Background: an optimization exercise with open tools, aiming at small area, a short achievable clock period and few clock cycles per item. Do not read the settings as production practice. Function was checked by simulation only, so behaviour that the tests miss may differ from the original.

Setup of pepper:
==> flow/design.v <==
module ysyx_041461_DIV(
    input  wire   [0:0]  clk          ,
    input  wire   [0:0]  rst          ,
    input  wire   [0:0]  DIV_valid_in ,
    input  wire   [0:0]  DIV_signed   ,
    input  wire   [0:0]  DIV_divw     ,
    input  wire   [63:0] DIV_dividend ,
    input  wire   [63:0] DIV_divisor  ,
    output reg    [0:0]  DIV_valid_out,
    output wire   [63:0] DIV_quotient ,
    output wire   [63:0] DIV_remainder
);
localparam S_IDLE  = 3'd0;
localparam S_ABS   = 3'd1;
localparam S_LZ    = 3'd2;
localparam S_ALIGN = 3'd3;
localparam S_ITER  = 3'd4;
localparam S_CORR  = 3'd5;
localparam S_FIX   = 3'd6;
localparam S_DONE  = 3'd7;
reg  [2:0]  state;
reg  [64:0] R;       
reg  [63:0] D;       
reg  [63:0] Q;       
reg  [5:0]  cnt;     
reg         rneg;    
reg         dneg;    
reg         w32;     
reg         sgl;     
assign DIV_quotient  = Q;
assign DIV_remainder = R[63:0];
wire        a_sb  = DIV_divw ? DIV_dividend[31] : DIV_dividend[63];
wire        b_sb  = DIV_divw ? DIV_divisor[31]  : DIV_divisor[63];
wire        a_neg = DIV_signed & a_sb;
wire        b_neg = DIV_signed & b_sb;
wire [63:0] a_ext = {DIV_dividend[63:32] & {32{~DIV_divw}}, DIV_dividend[31:0]};
wire [63:0] b_ext = {DIV_divisor[63:32]  & {32{~DIV_divw}}, DIV_divisor[31:0]};
function [2:0] lz4(input [3:0] x);
    lz4 = x[3] ? 3'd0 : x[2] ? 3'd1 : x[1] ? 3'd2 : x[0] ? 3'd3 : 3'd4;
endfunction
function [4:0] lz16(input [15:0] x);
    reg [2:0] a, b, c, d;
    begin
        a = lz4(x[15:12]); b = lz4(x[11:8]); c = lz4(x[7:4]); d = lz4(x[3:0]);
        lz16 = !a[2] ? {3'd0, a[1:0]} : !b[2] ? {3'd1, b[1:0]} :
               !c[2] ? {3'd2, c[1:0]} : !d[2] ? {3'd3, d[1:0]} : 5'd16;
    end
endfunction
function [6:0] lz64(input [63:0] x);
    reg [4:0] a, b, c, d;
    begin
        a = lz16(x[63:48]); b = lz16(x[47:32]); c = lz16(x[31:16]); d = lz16(x[15:0]);
        lz64 = !a[4] ? {3'd0, a[3:0]} : !b[4] ? {3'd1, b[3:0]} :
               !c[4] ? {3'd2, c[3:0]} : !d[4] ? {3'd3, d[3:0]} : 7'd64;
    end
endfunction
function [64:0] add65(input [64:0] a, input [64:0] b, input cin);
    reg [64:0] g, p, G, P;
    integer i, l, j;
    begin
        g = a & b;
        p = a ^ b;
        G = g;
        P = p;
        G[0] = g[0] | (p[0] & cin);
        for (l = 0; l < 7; l = l + 1)
            for (i = 0; i < 65; i = i + 1)
                if ((i >> l) & 1) begin
                    j = ((i >> l) << l) - 1;
                    G[i] = G[i] | (P[i] & G[j]);
                    P[i] = P[i] & P[j];
                end
        add65 = p ^ {G[63:0], cin};
    end
endfunction
wire       need_fix = rneg | dneg;
wire [6:0] lz_r = lz64(R[63:0]);
wire [6:0] lz_d = lz64(D);
wire [5:0] sdiff = lz_d[5:0] - lz_r[5:0];
wire       d_zero = lz_d[6];
wire       s_zero = lz_d == lz_r;
wire       do_lz = (state == S_LZ) | ((state == S_ABS) & ~need_fix);
wire        sub  = ~R[64];
wire        subl = ~sgl;
wire [64:0] sum = add65(R, {1'b0, D} ^ {{33{sub}}, {32{subl}}}, subl);
wire        no_iter = d_zero | sum[64];         
wire [5:0]  step = (cnt >= 6'd23) ? 6'd23 : (cnt >= 6'd7) ? 6'd7 :
                   (cnt >= 6'd3)  ? 6'd3  : 6'd1;
wire        al_last = cnt == step;
wire [5:0]  shifted = Q[5:0] + step;
always @(posedge clk or posedge rst) begin
    if (rst) begin
        state         <= S_IDLE;
        DIV_valid_out <= 1'b0;
    end
    else begin
        DIV_valid_out <= 1'b0;
        case (state)
            S_IDLE:  if (DIV_valid_in) state <= S_ABS;
            S_ABS,
            S_LZ:    if (state == S_ABS && need_fix) state <= S_LZ;
                     else if (no_iter) begin
                         state <= need_fix ? S_FIX : S_DONE;
                         DIV_valid_out <= ~need_fix;
                     end
                     else state <= s_zero ? S_ITER : S_ALIGN;
            S_ALIGN: if (al_last) state <= S_ITER;
            S_ITER:  if (cnt == 6'd0) begin
                         if (sum[64]) state <= S_CORR;
                         else begin
                             state <= need_fix ? S_FIX : S_DONE;
                             DIV_valid_out <= ~need_fix;
                         end
                     end
            S_CORR:  begin
                         state <= need_fix ? S_FIX : S_DONE;
                         DIV_valid_out <= ~need_fix;
                     end
            S_FIX:   begin state <= S_DONE; DIV_valid_out <= 1'b1; end
            default: state <= S_IDLE;
        endcase
    end
end
always @(posedge clk) begin
    sgl <= ((state == S_ITER) | (state == S_CORR)) & sum[64];
    case (state)
        S_IDLE: begin
            R    <= {1'b0, a_ext};
            D    <= b_ext;
            rneg <= a_neg;
            dneg <= b_neg;
            w32  <= DIV_divw;
        end
        S_ABS,
        S_LZ: begin
            if (do_lz) begin
                Q   <= {64{d_zero}};
                cnt <= sdiff;
            end
            else begin
                if (rneg) R <= {1'b0, -{R[63:32] | {32{w32}}, R[31:0]}};
                if (dneg) D <= -{D[63:32] | {32{w32}}, D[31:0]};
            end
        end
        S_ALIGN: begin
            D  <= (step == 6'd23) ? {D[40:0], 23'b0} :
                  (step == 6'd7)  ? {D[56:0], 7'b0}  :
                  (step == 6'd3)  ? {D[60:0], 3'b0}  : {D[62:0], 1'b0};
            Q[5:0] <= al_last ? 6'd0 : shifted;
            cnt    <= al_last ? shifted : cnt - step;
        end
        S_ITER: begin
            R   <= sum;
            Q   <= {Q[62:0], ~sum[64]};
            if (cnt != 6'd0) D <= {1'b0, D[63:1]};
            cnt <= cnt - 6'd1;
        end
        S_CORR: begin
            R   <= sum;
        end
        S_FIX: begin
            if (rneg)        R <= {1'b0, -R[63:0]};
            if (rneg ^ dneg) Q <= -Q;
        end
        default: ;
    endcase
end
endmodule
clock: 11.0 ns
lec_check: 0
cap_margin: 60
core_margin: 2
core_utilization: 70
place_density: 0.75
setup_slack_margin: 5
slew_margin: 60
run.sh (not shown) runs the stock make flow with config.mk's settings and CLKGATE_MAP_FILE= SYNTH_SCRIPT=/design/flow/synth_recipe.tcl, a recipe that flattens the netlist after the stock synthesis.
Testbench counts of pepper, summed over its fixed seeds: cycles 19,601, items 1,600.
What tundra does differently from pepper at the input level:
--- a/flow/design.v
+++ b/flow/design.v
@@ -25,8 +25,8 @@
 reg  [5:0]  cnt;     
 reg         rneg;    
 reg         dneg;    
+reg         qfin;    
 reg         w32;     
-reg         sgl;     
 assign DIV_quotient  = Q;
 assign DIV_remainder = R[63:0];
 wire        a_sb  = DIV_divw ? DIV_dividend[31] : DIV_dividend[63];
@@ -80,12 +80,10 @@
 wire       d_zero = lz_d[6];
 wire       s_zero = lz_d == lz_r;
 wire       do_lz = (state == S_LZ) | ((state == S_ABS) & ~need_fix);
-wire        sub  = ~R[64];
-wire        subl = ~sgl;
-wire [64:0] sum = add65(R, {1'b0, D} ^ {{33{sub}}, {32{subl}}}, subl);
+wire        sub = ~R[64];
+wire [64:0] sum = add65(R, {1'b0, D} ^ {65{sub}}, sub);
 wire        no_iter = d_zero | sum[64];         
-wire [5:0]  step = (cnt >= 6'd23) ? 6'd23 : (cnt >= 6'd7) ? 6'd7 :
-                   (cnt >= 6'd3)  ? 6'd3  : 6'd1;
+wire [5:0]  step = (cnt[5:4] != 2'd0) ? 6'd16 : (cnt[3:2] != 2'd0) ? 6'd4 : 6'd1;
 wire        al_last = cnt == step;
 wire [5:0]  shifted = Q[5:0] + step;
 always @(posedge clk or posedge rst) begin
@@ -100,8 +98,8 @@
             S_ABS,
             S_LZ:    if (state == S_ABS && need_fix) state <= S_LZ;
                      else if (no_iter) begin
-                         state <= need_fix ? S_FIX : S_DONE;
-                         DIV_valid_out <= ~need_fix;
+                         state <= rneg ? S_FIX : S_DONE;
+                         DIV_valid_out <= ~rneg;
                      end
                      else state <= s_zero ? S_ITER : S_ALIGN;
             S_ALIGN: if (al_last) state <= S_ITER;
@@ -122,7 +120,6 @@
     end
 end
 always @(posedge clk) begin
-    sgl <= ((state == S_ITER) | (state == S_CORR)) & sum[64];
     case (state)
         S_IDLE: begin
             R    <= {1'b0, a_ext};
@@ -134,8 +131,9 @@
         S_ABS,
         S_LZ: begin
             if (do_lz) begin
-                Q   <= {64{d_zero}};
-                cnt <= sdiff;
+                Q    <= {{63{d_zero & ~(rneg ^ dneg)}}, d_zero};
+                cnt  <= sdiff;
+                qfin <= no_iter;
             end
             else begin
                 if (rneg) R <= {1'b0, -{R[63:32] | {32{w32}}, R[31:0]}};
@@ -143,9 +141,8 @@
             end
         end
         S_ALIGN: begin
-            D  <= (step == 6'd23) ? {D[40:0], 23'b0} :
-                  (step == 6'd7)  ? {D[56:0], 7'b0}  :
-                  (step == 6'd3)  ? {D[60:0], 3'b0}  : {D[62:0], 1'b0};
+            D  <= (step == 6'd16) ? {D[47:0], 16'b0} :
+                  (step == 6'd4)  ? {D[59:0], 4'b0}  : {D[62:0], 1'b0};
             Q[5:0] <= al_last ? 6'd0 : shifted;
             cnt    <= al_last ? shifted : cnt - step;
         end
@@ -160,7 +157,7 @@
         end
         S_FIX: begin
             if (rneg)        R <= {1'b0, -R[63:0]};
-            if (rneg ^ dneg) Q <= -Q;
+            if ((rneg ^ dneg) & ~qfin) Q <= -Q;
         end
         default: ;
     endcase
==> comparison <==
Higher met3 usage goes to pepper over tundra. Share of the final layout cell area in sequential cells (higher): tundra. tundra vs. pepper: count of buffer and inverter cells on the critical path shrank by 1, synthesized area grew by about 0.7%. Looking at post-route cell area, tundra sits 150 sq um lower than pepper does. [tundra] overall track demand over capacity in global routing fell 5.8 points relative to pepper. pepper → tundra: via count now sits lower, wire length of the first global-routing pass went down about 10%.
Testbench counts of tundra, summed over its fixed seeds: cycles 19,976, items 1,600.
